Source: an optimization exercise on an open RTL-to-GDS flow (aim: small area, a short achievable clock period and few clock cycles). Production flows keep margins and buffers that such runs may drop.
No functional check of the RTL was part of this run.
Power is estimated from default activity; no workload was simulated.

`design/flow/design.v`:
```
module pipelined_ver2 (
   input  wire          clk,
                        rst_n,
   output wire [31:0]   imem_addr,
   input  wire [31:0]   imem_rdata,
   output wire          dmem_we,
   output wire [3:0]    dmem_wstrb,
   output wire [31:0]   dmem_addr,
   output wire [31:0]   dmem_wdata,
   input  wire [31:0]   dmem_rdata
);
   integer i;
   reg  [31:2] pc;                       
   reg         x_vld;
   reg         x_stall;                  
   reg  [31:2] x_pc;
   reg  [31:0] x_imm;
   reg  [31:1] x_oh1, x_oh2;             
   reg         x_fm1, x_fw1, x_fm2, x_fw2;  
   reg         x_usep;                   
   reg         x_bimm, x_b4;             
   reg         x_sub;
   reg         x_sgn;                    
   reg         x_op_add, x_op_lt, x_op_xor, x_op_or, x_op_and, x_op_sh;
   reg         x_sh_l, x_sh_a;           
   reg         x_jal, x_jalr, x_br;
   reg         x_br_lt, x_br_inv;        
   reg         x_ld, x_st;
   reg  [2:0]  x_f3;
   reg         x_rw;                     
   reg  [4:0]  x_rd;
   reg         m_rw, m_we;
   reg  [4:0]  m_rd;
   reg  [31:0] m_res, m_wdata;
   reg  [3:0]  m_wstrb;
   reg         m_ldw, m_ldh, m_ldhs, m_ldbs, m_alu;
   reg         w_rw;
   reg  [4:0]  w_rd;
   reg  [31:0] w_data;
   reg  [32*32-1:32] rf;                
   reg  [31:1] rf_vld;
   wire [31:0] ins = imem_rdata;
   wire [4:0]  opc = ins[6:2];
   wire [4:0]  rs1 = ins[19:15];
   wire [4:0]  rs2 = ins[24:20];
   wire [4:0]  rd  = ins[11:7];
   wire [2:0]  f3  = ins[14:12];
   wire d_lui   = (opc == 5'b01101);
   wire d_auipc = (opc == 5'b00101);
   wire d_jal   = (opc == 5'b11011);
   wire d_jalr  = (opc == 5'b11001);
   wire d_br    = (opc == 5'b11000);
   wire d_ld    = (opc == 5'b00000);
   wire d_st    = (opc == 5'b01000);
   wire d_opi   = (opc == 5'b00100);
   wire d_op    = (opc == 5'b01100);
   wire d_use1  = d_jalr | d_br | d_ld | d_st | d_opi | d_op;
   wire d_use2  = d_br | d_st | d_op;
   wire d_rw    = (d_lui | d_auipc | d_jal | d_jalr | d_ld | d_opi | d_op) && (rd != 5'd0);
   reg [31:0] d_imm;
   always @(*) begin
      if (d_st)
         d_imm = {{20{ins[31]}}, ins[31:25], ins[11:7]};
      else if (d_br)
         d_imm = {{19{ins[31]}}, ins[31], ins[7], ins[30:25], ins[11:8], 1'b0};
      else if (d_lui | d_auipc)
         d_imm = {ins[31:12], 12'b0};
      else if (d_jal)
         d_imm = {{11{ins[31]}}, ins[31], ins[19:12], ins[20], ins[30:21], 1'b0};
      else
         d_imm = {{20{ins[31]}}, ins[31:20]};
   end
   wire d_alu = d_op | d_opi;
   wire d_sub = d_op & ins[30] & (f3 == 3'd0);
   wire x_adv_rw = x_vld & x_rw;
   wire d_fm1 = d_use1 & x_adv_rw & (x_rd == rs1);
   wire d_fm2 = d_use2 & x_adv_rw & (x_rd == rs2);
   wire d_fw1 = d_use1 & m_rw & (m_rd == rs1) & ~d_fm1;
   wire d_fw2 = d_use2 & m_rw & (m_rd == rs2) & ~d_fm2;
   wire d_stall = x_ld & (d_fm1 | d_fm2);
   reg [31:1] d_oh1, d_oh2;
   always @(*) begin
      for (i = 1; i < 32; i = i + 1) begin
         d_oh1[i] = d_use1 & (rs1 == i);
         d_oh2[i] = d_use2 & (rs2 == i);
      end
   end
   wire stall = x_stall & x_vld;
   reg [31:1] sel1, sel2;
   reg [31:0] rs1v, rs2v;
   always @(*) begin
      sel1 = x_oh1 & rf_vld & {31{~(x_fm1 | x_fw1)}};
      sel2 = x_oh2 & rf_vld & {31{~(x_fm2 | x_fw2)}};
      rs1v = ({32{x_fm1}} & m_res) | ({32{x_fw1}} & w_data);
      rs2v = ({32{x_fm2}} & m_res) | ({32{x_fw2}} & w_data);
      for (i = 1; i < 32; i = i + 1) begin
         rs1v = rs1v | ({32{sel1[i]}} & rf[32*i +: 32]);
         rs2v = rs2v | ({32{sel2[i]}} & rf[32*i +: 32]);
      end
   end
   wire [31:0] opa = x_usep ? {x_pc, 2'b00} : rs1v;
   wire [31:0] opb = x_b4 ? 32'd4 : (x_bimm ? x_imm : rs2v);
   wire [31:0] sum = opa + (opb ^ {32{x_sub}}) + {31'b0, x_sub};
   wire        eq  = (opa == opb);
   wire        lt  = ({opa[31] ^ x_sgn, opa[30:0]} < {opb[31] ^ x_sgn, opb[30:0]});
   reg  [31:0] sh_in, sh_rev;
   always @(*) begin
      for (i = 0; i < 32; i = i + 1) sh_in[i] = x_sh_l ? opa[31 - i] : opa[i];
   end
   wire [32:0] sh_ext = {x_sh_a & opa[31], sh_in};
   wire [32:0] sh_out = $signed(sh_ext) >>> opb[4:0];
   always @(*) begin
      for (i = 0; i < 32; i = i + 1) sh_rev[i] = x_sh_l ? sh_out[31 - i] : sh_out[i];
   end
   wire [31:0] res = ({32{x_op_add}} & sum)
                   | {31'b0, x_op_lt & lt}
                   | ({32{x_op_xor}} & (opa ^ opb))
                   | ({32{x_op_or }} & (opa | opb))
                   | ({32{x_op_and}} & (opa & opb))
                   | ({32{x_op_sh }} & sh_rev);
   wire        cond     = (x_br_lt ? lt : eq) ^ x_br_inv;
   wire        taken    = x_jal | x_jalr | (x_br & cond);
   wire [31:0] tgt      = (x_jalr ? rs1v : {x_pc, 2'b00}) + x_imm;
   wire        tgt_next = ~x_jalr & (x_imm == 32'd4);
   wire        redirect = x_vld & ~x_stall & taken & ~tgt_next;
   wire        x_go     = x_vld & ~stall;    
   always @(posedge clk or negedge rst_n) begin
      if (!rst_n) begin
         pc    <= 30'd0;
         x_vld <= 1'b0;
         m_rw  <= 1'b0;
         m_we  <= 1'b0;
         w_rw  <= 1'b0;
      end else begin
         if (!stall)
            pc <= redirect ? tgt[31:2] : pc + 30'd1;
         x_vld <= stall | ~redirect;
         m_rw  <= x_go & x_rw;
         m_we  <= x_go & x_st;
         w_rw  <= m_rw;
      end
   end
   always @(posedge clk) begin
      if (stall) begin
         x_stall <= 1'b0;
         x_fm1   <= 1'b0;
         x_fw1   <= x_fm1;
         x_fm2   <= 1'b0;
         x_fw2   <= x_fm2;
      end else begin
         x_stall  <= d_stall;
         x_pc     <= pc;
         x_imm    <= d_imm;
         x_oh1    <= d_oh1;
         x_oh2    <= d_oh2;
         x_fm1    <= d_fm1;
         x_fw1    <= d_fw1;
         x_fm2    <= d_fm2;
         x_fw2    <= d_fw2;
         x_usep   <= d_auipc | d_jal | d_jalr;
         x_bimm   <= ~(d_op | d_br);
         x_b4     <= d_jal | d_jalr;
         x_sub    <= d_sub;
         x_sgn    <= d_br ? ~f3[1] : ~f3[0];
         x_op_add <= ~d_alu | (f3 == 3'd0);
         x_op_lt  <= d_alu & (f3[2:1] == 2'b01);
         x_op_xor <= d_alu & (f3 == 3'd4);
         x_op_or  <= d_alu & (f3 == 3'd6);
         x_op_and <= d_alu & (f3 == 3'd7);
         x_op_sh  <= d_alu & (f3[1:0] == 2'b01);
         x_sh_l   <= ~f3[2];
         x_sh_a   <= ins[30] & f3[2];
         x_jal    <= d_jal;
         x_jalr   <= d_jalr;
         x_br     <= d_br;
         x_br_lt  <= f3[2];
         x_br_inv <= f3[0];
         x_ld     <= d_ld;
         x_st     <= d_st;
         x_f3     <= f3;
         x_rw     <= d_rw;
         x_rd     <= rd;
      end
      m_rd    <= x_rd;
      m_res   <= res;
      m_wdata <= rs2v;
      m_wstrb <= {x_f3[1], x_f3[1], x_f3[1] | x_f3[0], 1'b1};
      m_ldw   <= x_ld & (x_f3[1:0] == 2'b10);
      m_ldh   <= x_ld & (x_f3[1:0] == 2'b01);
      m_ldhs  <= x_ld & (x_f3[1:0] == 2'b01) & ~x_f3[2];
      m_ldbs  <= x_ld & (x_f3[1:0] == 2'b00) & ~x_f3[2];
      m_alu   <= ~x_ld;
      w_rd   <= m_rd;
      w_data[7:0]   <= ({8{m_alu}} & m_res[7:0]) | ({8{~m_alu}} & dmem_rdata[7:0]);
      w_data[15:8]  <= ({8{m_alu}} & m_res[15:8]) | ({8{m_ldw | m_ldh}} & dmem_rdata[15:8])
                     | ({8{m_ldbs & dmem_rdata[7]}});
      w_data[31:16] <= ({16{m_alu}} & m_res[31:16]) | ({16{m_ldw}} & dmem_rdata[31:16])
                     | ({16{m_ldbs & dmem_rdata[7]}}) | ({16{m_ldhs & dmem_rdata[15]}});
      for (i = 1; i < 32; i = i + 1)
         if (w_rw && w_rd == i) rf[32*i +: 32] <= w_data;
   end
   always @(posedge clk or negedge rst_n) begin
      if (!rst_n)
         rf_vld <= 31'd0;
      else
         for (i = 1; i < 32; i = i + 1)
            if (w_rw && w_rd == i) rf_vld[i] <= 1'b1;
   end
   assign imem_addr  = {pc, 2'b00};
   assign dmem_we    = m_we;
   assign dmem_wstrb = m_wstrb;
   assign dmem_addr  = m_res;
   assign dmem_wdata = m_wdata;
endmodule
```
`design/flow/run.sh`:
```
#!/bin/bash
# synth_recipe.tcl (not shown) runs the flow's synth.tcl, then flattens the netlist and writes it again
# the make line also repeats each setting of config.mk as NAME=value (left out here)
make -C /OpenROAD-flow-scripts/flow DESIGN_CONFIG=/design/flow/config.mk WORK_HOME=/design/flow/orfs CLKGATE_MAP_FILE= SYNTH_SCRIPT=/design/flow/synth_recipe.tcl finish
```
`design/flow/config.mk`:
```
export PLATFORM = sky130hd
export DESIGN_NAME = pipelined_ver2
export DESIGN_NICKNAME = pipelined_ver2
export VERILOG_FILES = /design/flow/design.v
export SDC_FILE = /design/flow/constraint.sdc
export NUM_CORES = 4
export LEC_CHECK = 0
export CAP_MARGIN = 20
export CORE_MARGIN = 2
export CORE_UTILIZATION = 40
export SLEW_MARGIN = 20
```
`design/flow/constraint.sdc`:
```
create_clock -name core_clock -period 20.0 [get_ports {clk}]
set_input_delay 4.0000 -clock core_clock [delete_from_list [all_inputs] [get_ports {clk}]]
set_output_delay 4.0000 -clock core_clock [all_outputs]
set_load 0.01 [all_outputs]
```
==> impl_metrics.env <==
export IMPL_outcome="complete, no violations"
export IMPL_cts_max_path_buffers=3
export IMPL_numCtsBuffers=140
export IMPL_rsz0062_at_grt="false"
export IMPL_avgRoutedWirePerCell_um=42.7
export IMPL_slowest_delay_ns=1.01
export IMPL_fill_cells=14300
export IMPL_fp_coreArea_um2=160000
export IMPL_clkLatencyLatePin_ns=0.84
export IMPL_hold_viol_final=0
export IMPL_fin_crit_ns=9.50
export IMPL_slew_viol_final=0
export IMPL_clock_sinks=1326
export IMPL_vias=55100
export IMPL_gp_congestion=1.01
export IMPL_final_cell_mix="1,143 x edfxtp_1, 879 x a22oi_1, 291 x nor2_1"
export IMPL_top_layer_used="met5"
export IMPL_setup_viol=0
export IMPL_grt_max_degree=105
export IMPL_finClkSkew_ns=0.0526
export IMPL_clk_pin_slew_ns=0.06
export IMPL_drive_gt1_share_pct=13.4
export IMPL_ys_seq_elements=1326
export IMPL_port_buffers=161
export IMPL_start_util_pct=40.2
export IMPL_worst_slew_pin_slew_ns=1.24
export IMPL_cts_resized=0
export IMPL_wl_met1_um=107000
export IMPL_synth_area_top_cells="edfxtp_1 53%, a22oi_1 10%, dfxtp_1 3.7%, ha_1 3.0%, dfrtp_1 2.5%"
export IMPL_worstPathMaxFanout=24
export IMPL_vias_per_cell=7.37
export IMPL_nets=5416
export IMPL_p_leak_nw=25.2
export IMPL_power_w=0.00719
export IMPL_die_x_um=405
export IMPL_routed_wl_um=319000
export IMPL_first_pass_iters=12
export IMPL_cts_hold_buffers=0
export IMPL_drc_errors=0
export IMPL_criticalPathCategory="reg2reg"
export IMPL_cts_root_buf="clkbuf_16"
export IMPL_async_reset_ff_share_pct=4.90
export IMPL_critPathMostFrequentCell="buf_4"
export IMPL_hold_class="reg2reg"
export IMPL_antenna_found_initial=28
export IMPL_cp_cell_sequence="buf_4, buf_4, nor4bb_4, buf_4, buf_4, a222oi_1, nand4_1, nor3_1, a31oi_2, ha_1, and4_1, and3_1, a2111oi_1, o32a_1, o311ai_0, a31oi_1, o311ai_0, xnor2_1, o221ai_1"
export IMPL_syn_area_um2=64300
export IMPL_fmax_mhz=105
export IMPL_final_common_cell="edfxtp_1"
export IMPL_synth_distinct_cells=112
export IMPL_chipHeight_um=405
export IMPL_ctsHtreeMaxLevel=4
export IMPL_crit_slowest_cell="nor3_1"
export IMPL_worstPathArrival_ns=10.12
export IMPL_wl_met2_um=125000
export IMPL_syn_to_final_growth_pct=14.7
export IMPL_fin_util_pct=46.0
export IMPL_rows=147
export IMPL_grt_pass1_wl_um=425000
export IMPL_grt_pass1_vias=50800
export IMPL_wl_met3_um=55000
export IMPL_syn_avg_cell_area_um2=12.8
export IMPL_ys_flop_type="edfxtp_1"
export IMPL_grt_overflow=0
export IMPL_end_kind="flip-flop"
export IMPL_peakVddDrop_mv=0.0589
export IMPL_ys_seq_area_share_pct=59.6
export IMPL_max_cap_violations=0
export IMPL_yosysWarningCount=1
export IMPL_hpwlAfterDp_um=192000
export IMPL_io_pin_count=167
export IMPL_post_synth_top_area_cell="edfxtp_1"
export IMPL_cts_tree="built"
export IMPL_synth_cells=5014
export IMPL_max_slew_margin_pct=17.1
export IMPL_die_area_um2=164000
export IMPL_worstPathRequired_ns=20.62
export IMPL_worstReg2RegStart="x_fm1"
export IMPL_postCtsSetupBuffers=0
export IMPL_drt_iter0_markers=13600
export IMPL_grt_usage_pct=37.9
export IMPL_drtAntennaViolNets=0
export IMPL_synth_edf_count=1143
export IMPL_p_per_area_nw_per_um2=97.4
export IMPL_worstHoldStart="m_rd[0]"
export IMPL_tns_ns=0
export IMPL_startpoint="x_fm1"
export IMPL_fin_crit_sh_pct=47.5
export IMPL_start_kind="flip-flop"
export IMPL_synth_top_area_share_pct=53.4
-- cell usage after synthesis (14+ instances only) --
library cell  count
a221o_1          40
mux2i_1          99
and4bb_2         18
ha_1            156
nand2_1         248
dfrtp_1          65
a221oi_1         51
nor4_1           44
buf_4            45
a22oi_1         879
nand3_1          78
clkbuf_1        167
o22ai_1          18
and2_1           19
and3_1           20
nor3_1           43
a21o_1           39
nand4_1         239
xnor2_1          57
a21oi_1         141
mux4_2           28
o21ai_0          89
a31oi_2          15
inv_1           139
buf_6            35
nor2b_1          14
buf_2            48
xor2_1           52
dfxtp_1         118
o221ai_1         17
or2_2            36
a222oi_1         66
buf_1            46
edfxtp_1       1143
a22o_1           41
nor4bb_4         32
nor2_1          324
a31oi_1          37
-- critical path, delay by kind of cell, from the launching register on --
family / cells / cell delay [ns]
AO/OA/AOI/OAI: 8 / 3.79
adder cells (fa/ha/maj): 1 / 0.51
buffers and inverters: 4 / 2.13
flip-flops: 1 / 0.75
XOR/XNOR: 1 / 0.19
AND/OR/NAND/NOR: 5 / 1.73
-- per-layer routing --
| layer | track usage [%] | vias to the layer above |
|---|---|---|
| met1 | 46.4 | 26700 |
| met2 | 51.6 | 5977 |
| met5 | 0.357 | - |
| met4 | 28.6 | 39 |
| li1 | - | 20700 |
| met3 | 17.5 | 1675 |
-- area by class of cell --
cell class,instances,area (um2),share of cell area (%)
diodes,9,22.5,0.0305
repair buffers,385,3300,4.48
clock inverters,64,823,1.12
flip-flops and latches,1326,38300,52.0
clock buffers,197,3880,5.26
inverters,147,564,0.765
well taps,2160,2700,3.66
multi-input cells,3193,24100,32.7
-- power by group --
group,internal [W],switching (W)
Sequential,0.00325,0.000255
Combinational,0.000388,0.000590
Clock,0.00153,0.00118
Total,0.00517,0.00202
-- worst paths after layout --
kind,slack [ns],endpoint,cells past startpoint
max in group asynchronous,15.80,rf_vld[27],2
max,10.50,m_res[30],19
min in group asynchronous,3.06,pc[25],1
max reg2reg,10.50,m_res[30],19
min reg2reg,0.40,w_rd[0],0
min,0.40,w_rd[0],0
-- logic make-up after synthesis --
logic type | after synthesis | synth area share, %
compound gates | 1590 | 18.7
xor+xnor | 109 | 1.48
fa+ha+maj | 157 | 3.07
buf+inv | 496 | 3.83
flops | 1326 | 59.6
mux | 141 | 2.78
other cells | 2 | 0.0117
simple gates | 1193 | 10.6
-- flip-flops by register name, indices dropped and copies added, names as in the netlist, 2 cells and up --
signal	count
w_data	32
m_res	32
m_rd	5
x_oh1	31
x_pc	30
x_f3	2
rf	992
x_imm	32
m_wstrb	2
w_rd	5
m_wdata	32
rf_vld	31
x_oh2	31
pc	30
x_rd	5
-- per-stage QoR --
step                      std cells  worst slack [ns]  area [um2]  hold WS (ns)
final                          7481             10.50       73800         0.404
after global routing           7472             10.84       73700         0.419
after CTS                      7470             11.23       73700         0.411
after detailed placement       7209             11.28       69000         0.403
after global placement         7209             10.99       68900         0.402
after floorplan                5015             13.90       64300         0.373

==> static timing again, ports no longer ideal <==
The results above use ideal ports. As a check the final layout listed here was re-extracted and re-timed, cells and wires unchanged.
Step 1 sets driving cells, clkbuf_16 on the clock port and buf_2 on the other inputs (assumed; they add their load-dependent delay and slew).
Step 2 also shifts input and output timing later by t, the mid clock arrival at the registers, as if the neighbouring blocks saw the same clock.
Slacks: ideal / step 1 / step 2; pairs: ideal / step 1.
t, ns: 0.899
slack for setup (ns): 10.499 / 10.499 / 10.499
hold slack, ns: 0.404 / 0.404 / 0.404
worst data-port slew with drivers (ns): 0.09
After both steps setup and hold are still met in this run. For this run, drivers alone change the setup slack by 0.000 ns; drivers and shift together by 0.000 ns.
